Source: an optimization exercise on an open RTL-to-GDS flow (aim: small area, a short achievable clock period and few clock cycles). Production flows keep margins and buffers that such runs may drop.
At most, simulation tests tie the RTL to the original design; equivalence was not proved.
Power and IR drop assume default switching activity.

## job 101
// chip
module chip #(
    parameter int IN_BYTES  = 7,
    parameter int OUT_BYTES = 6
)(
    input wire clk,
    input wire rst_n,
    input wire in_valid,
    output reg in_ready,
    input  wire [7:0] in_data,
    output reg out_valid,
    input wire out_ready,
    output reg [7:0] out_data
);
Size in the first run: roughly 86 flip-flops, about 22 I/O pins, roughly 0.0055 mm^2 of cells after synthesis.
==> flow/config.mk <==
export PLATFORM = sky130hd
export DESIGN_NAME = chip
export DESIGN_NICKNAME = chip
export VERILOG_FILES = /design/flow/design.v
export SDC_FILE = /design/flow/constraint.sdc
export NUM_CORES = 4
export LEC_CHECK = 0
export CAP_MARGIN = 20
export CORE_MARGIN = 2
export CORE_UTILIZATION = 65
export CTS_BUF_LIST = sky130_fd_sc_hd__clkbuf_4 sky130_fd_sc_hd__clkbuf_8
export SLEW_MARGIN = 20
==> flow/constraint.sdc <==
create_clock -name core_clock -period 10.0 [get_ports {clk}]
set_input_delay 2.0000 -clock core_clock [delete_from_list [all_inputs] [get_ports {clk}]]
set_output_delay 2.0000 -clock core_clock [all_outputs]
set_load 0.01 [all_outputs]
standard.sh (not shown) runs the stock make flow with config.mk's settings and CLKGATE_MAP_FILE= SYNTH_SCRIPT=/design/flow/synth_recipe.tcl, a recipe that flattens the netlist after the stock synthesis.
==> flow/flow/run.sh <==
#!/bin/bash
# Standard ORFS layout (the standard.sh: unchanged synthesis, floorplan,
# power grid, placement, CTS and routing) with a tighter setup target for the
# timing repair steps, so that the resizer also shortens paths that already
# meet the 10 ns clock. The constraints (constraint.sdc) are not changed.
# make's full output goes to standard_make.log; each ORFS step keeps its own
# log under orfs/logs/.
set -euo pipefail
bash standard.sh SETUP_SLACK_MARGIN=6.8 finish > standard_make.log 2>&1
#### Input delta (job 102 over job 101)
-- flow/flow/run.sh --
<<< job 101, line 7
# log under orfs/logs/.
set -euo pipefail
bash standard.sh SETUP_SLACK_MARGIN=6.8 finish > standard_make.log 2>&1
>>> job 102, line 7
# log under orfs/logs/.
set -euo pipefail
bash standard.sh SETUP_SLACK_MARGIN=7.0 finish > standard_make.log 2>&1
### Flow results
On signal arrival time at the worst endpoint: between job 102 and job 101, it ends up higher for job 102.
Summary of the comparison: met3 wire length is higher in job 102, relative to job 101.
Job 102 vs job 101 on via count: job 102 is the lower one.
Comparing job 102 and job 101, final critical-path setup slack is higher on job 102.
Job 102: critical path depth is 9 higher than what job 101 reported.
Job 102 ended with every stage complete and zero timing, DRC or antenna violations.
Between job 101 and job 102, the clock-pin slew on the worst setup and hold paths figures differ only marginally.
Wire length: job 102 lower than job 101
Of job 102 and job 101, it is job 102 that has the higher worst setup slack before clock tree synthesis.
Part of the power in combinational logic: job 102 higher than job 101
Delta (job 102 minus job 101): met2 track demand over resource in global routing dropped 2.0 points; clock insertion delay at the later pin of the skew report essentially unchanged.
No run of this note included a check of the RTL's function; only the layout flow was run.


chip, a different RTL version from the one above (not shown whole).
For scale: roughly 540 cells after synthesis, roughly 86 flip-flops, ~22 I/O pins.
==> flow/config.mk <==
export PLATFORM = sky130hd
export DESIGN_NAME = chip
export DESIGN_NICKNAME = chip
export VERILOG_FILES = /design/flow/design.v
export SDC_FILE = /design/flow/constraint.sdc
export NUM_CORES = 4
export LEC_CHECK = 0
export CAP_MARGIN = 20
export CORE_MARGIN = 2
export CORE_UTILIZATION = 65
export CTS_BUF_LIST = sky130_fd_sc_hd__clkbuf_4 sky130_fd_sc_hd__clkbuf_8
export SLEW_MARGIN = 20
==> flow/constraint.sdc <==
create_clock -name core_clock -period 10.0 [get_ports {clk}]
set_input_delay 2.0000 -clock core_clock [delete_from_list [all_inputs] [get_ports {clk}]]
set_output_delay 2.0000 -clock core_clock [all_outputs]
set_load 0.01 [all_outputs]
==> flow/flow/run.sh <==
#!/bin/bash
# Standard ORFS layout (the standard.sh: unchanged synthesis, floorplan,
# power grid, placement, CTS and routing) with a tighter setup target for the
# timing repair steps, so that the resizer also shortens paths that already
# meet the 10 ns clock. The constraints (constraint.sdc) are not changed.
# make's full output goes to standard_make.log; each ORFS step keeps its own
# log under orfs/logs/.
set -euo pipefail
bash standard.sh SETUP_SLACK_MARGIN=7.2 finish > standard_make.log 2>&1
Rerun with:
--- a/flow/flow/run.sh
+++ b/flow/flow/run.sh
@@ -9 +9 @@
-bash standard.sh SETUP_SLACK_MARGIN=7.2 finish > standard_make.log 2>&1
+bash standard.sh SETUP_SLACK_MARGIN=7.0 finish > standard_make.log 2>&1
Cell area goes down by 3.7%.
Maximum frequency goes down by 3.9%.
Combinational power fell by 5.9%.
Sequential share of layout area increases by 1.3 points.
Hold slack gains 0.013 ns.
Final cell count drops by 1.7%.
Global-route usage grows by 0.21 points.
Clock skew barely changes.
Core utilization came out lower by 3.0 points.
Synthesized area stays the same.
No functional check of the RTL was part of any run of this note.


Another version of the RTL of chip (not shown whole).
Size in the first run: roughly 86 flip-flops, ~22 I/O pins.
==> flow/config.mk <==
export PLATFORM = sky130hd
export DESIGN_NAME = chip
export DESIGN_NICKNAME = chip
export VERILOG_FILES = /design/flow/design.v
export SDC_FILE = /design/flow/constraint.sdc
export NUM_CORES = 4
export LEC_CHECK = 0
export CAP_MARGIN = 20
export CORE_MARGIN = 2
export CORE_UTILIZATION = 65
export CTS_BUF_LIST = sky130_fd_sc_hd__clkbuf_4 sky130_fd_sc_hd__clkbuf_8
export SLEW_MARGIN = 20
==> flow/constraint.sdc <==
create_clock -name core_clock -period 10.0 [get_ports {clk}]
set_input_delay 2.0000 -clock core_clock [delete_from_list [all_inputs] [get_ports {clk}]]
set_output_delay 2.0000 -clock core_clock [all_outputs]
set_load 0.01 [all_outputs]
==> flow/flow/run.sh <==
#!/bin/bash
# Standard ORFS layout (the standard.sh: unchanged synthesis, floorplan,
# power grid, placement, CTS and routing) with a tighter setup target for the
# timing repair steps, so that the resizer also shortens paths that already
# meet the 10 ns clock. The constraints (constraint.sdc) are not changed.
# make's full output goes to standard_make.log; each ORFS step keeps its own
# log under orfs/logs/.
set -euo pipefail
bash standard.sh SETUP_SLACK_MARGIN=7.2 "BUFFER_PORTS_ARGS=-buffer_cell sky130_fd_sc_hd__buf_1" "CTS_ARGS=-sink_clustering_enable -repair_clock_nets -dont_use_dummy_load -buf_list {sky130_fd_sc_hd__clkbuf_4 sky130_fd_sc_hd__clkbuf_8}" finish > standard_make.log 2>&1
Testbench counts at the start, summed over its fixed seeds: cycles 2,760.
==> next run, changes <==
--- a/flow/flow/run.sh
+++ b/flow/flow/run.sh
@@ -8,2 +8,2 @@
 set -euo pipefail
-bash standard.sh SETUP_SLACK_MARGIN=7.2 "BUFFER_PORTS_ARGS=-buffer_cell sky130_fd_sc_hd__buf_1" "CTS_ARGS=-sink_clustering_enable -repair_clock_nets -dont_use_dummy_load -buf_list {sky130_fd_sc_hd__clkbuf_4 sky130_fd_sc_hd__clkbuf_8}" finish > standard_make.log 2>&1
+bash standard.sh SETUP_SLACK_MARGIN=7.0 "BUFFER_PORTS_ARGS=-buffer_cell sky130_fd_sc_hd__buf_1" "CTS_ARGS=-sink_clustering_enable -repair_clock_nets -dont_use_dummy_load -buf_list {sky130_fd_sc_hd__clkbuf_4 sky130_fd_sc_hd__clkbuf_8}" finish > standard_make.log 2>&1
Settings changed: CORE_UTILIZATION 65 to 55, PLACE_DENSITY set to 0.65.
Clock skew hardly moves.
Global-route usage decreases by 3.6 points.
Final area came out lower by about 2%.
==> next run, changes <==
--- a/flow/flow/run.sh
+++ b/flow/flow/run.sh
@@ -8,2 +8,2 @@
 set -euo pipefail
-bash standard.sh SETUP_SLACK_MARGIN=7.0 "BUFFER_PORTS_ARGS=-buffer_cell sky130_fd_sc_hd__buf_1" "CTS_ARGS=-sink_clustering_enable -repair_clock_nets -dont_use_dummy_load -buf_list {sky130_fd_sc_hd__clkbuf_4 sky130_fd_sc_hd__clkbuf_8}" finish > standard_make.log 2>&1
+bash standard.sh SETUP_SLACK_MARGIN=7.0 "BUFFER_PORTS_ARGS=-buffer_cell sky130_fd_sc_hd__buf_1" "CTS_ARGS=-sink_clustering_enable -repair_clock_nets -dont_use_dummy_load -buf_list {sky130_fd_sc_hd__clkbuf_16}" finish > standard_make.log 2>&1
Settings changed: CORE_UTILIZATION 55 to 65, CTS_BUF_LIST sky130_fd_sc_hd__clkbuf_4 sky130_fd_sc_hd__clkbuf_8 to sky130_fd_sc_hd__clkbuf_16, PLACE_DENSITY 0.65 to unset.
Outcome: The new run passed the timing, design-rule and antenna checks; critical path depth is unchanged; flip-flop and latch count is unchanged; maximum frequency stays flat; final cell count goes down by 4.6%; synthesized cell count is unchanged; total power goes up by about 8%; worst setup slack got worse by 0.0046 ns; cell area goes up by about 0.8%; clock power goes up by about 47%.
==> next run, changes <==
==> flow/flow/run.sh (replaced) <==
#!/bin/bash
# Layout flow: the standard layout (standard.sh, which runs ORFS with the
# unchanged standard synthesis, floorplan, power grid and tap cells, placement,
# CTS and routing at the design's clock and constraints) with three changes to
# how the layout is made:
#   - the timing-repair steps aim at 7.0 ns of setup slack instead of 0, so the
#     resizer also shortens paths that already meet the 10 ns clock (the
#     constraints in constraint.sdc are not changed);
#   - the buffer that ORFS puts on every input and output port starts as
#     buf_1, which the resizer sizes up where timing needs it;
#   - clock tree synthesis uses clkbuf_4/clkbuf_8 and adds no dummy loads.
# make's full output goes to standard_make.log; each ORFS step keeps its own
# log under orfs/logs/.
set -euo pipefail
bash standard.sh \
    SETUP_SLACK_MARGIN=7.0 \
    "BUFFER_PORTS_ARGS=-buffer_cell sky130_fd_sc_hd__buf_1" \
    "CTS_ARGS=-sink_clustering_enable -repair_clock_nets -dont_use_dummy_load -buf_list {sky130_fd_sc_hd__clkbuf_4 sky130_fd_sc_hd__clkbuf_8}" \
    finish > standard_make.log 2>&1
Settings changed: CTS_BUF_LIST sky130_fd_sc_hd__clkbuf_16 to sky130_fd_sc_hd__clkbuf_4 sky130_fd_sc_hd__clkbuf_8, PLACE_DENSITY set to 0.75.
Effect:
- The changed run finished with timing, DRC and antenna clean
- critical path depth does not change
- total power is lower by 7.7%
- setup slack improved by 0.0053 ns
- utilization is lower by 1.0 points
- routed wire length is lower by 2.8%
- cell count is higher by 0.47%
- final area is lower by 1.4%

port drivers added, routing unchanged:
How much do the figures lean on ideal ports? The routed layouts below were timed once more, with nothing changed but the port constraints. Step 1 (the two cells are an assumption about what drives the block):
set clk [get_ports {clk}]
set_driving_cell -lib_cell sky130_fd_sc_hd__clkbuf_16 $clk
set_driving_cell -lib_cell sky130_fd_sc_hd__buf_2 [delete_from_list [all_inputs] $clk]
Step 2 adds t to the input delays and takes it off the output delays; t is the mean of the earliest and latest rising clock arrival at the registers after step 1. Input paths then give back, and output paths get back, about the clock's delay inside the block. Three values: ideal, step 1, step 2; two values: the first two.
| run | t (ns) | setup WS [ns] | clock arrival spread, ns |
|---|---|---|---|
| job 101 | 0.384 | 6.884 / 6.851 / 6.580 | 0.011 / 0.012 |
| job 102 | 0.388 | 7.010 / 7.010 / 6.700 | 0.007 / 0.006 |
| the first run of note 2 | 0.396 | 7.011 / 7.012 / 6.616 | 0.011 / 0.010 |
| the second run of note 2 | 0.384 | 6.890 / 6.885 / 6.502 | 0.011 / 0.011 |
| the first run of note 3 | 0.387 | 7.146 / 7.113 / 6.898 | 0.019 / 0.019 |
| the second run of note 3 | 0.395 | 7.127 / 7.093 / 6.787 | 0.016 / 0.016 |
| the third run of note 3 | 0.377 | 7.122 / 7.082 / 6.776 | 0.016 / 0.016 |
| the fourth run of note 3 | 0.371 | 7.128 / 7.096 / 6.774 | 0.021 / 0.021 |
After both steps every run listed still meets setup and hold. For the first run of note 2, which loses most, drivers alone change the setup slack by +0.001 ns; drivers and shift together by -0.395 ns.
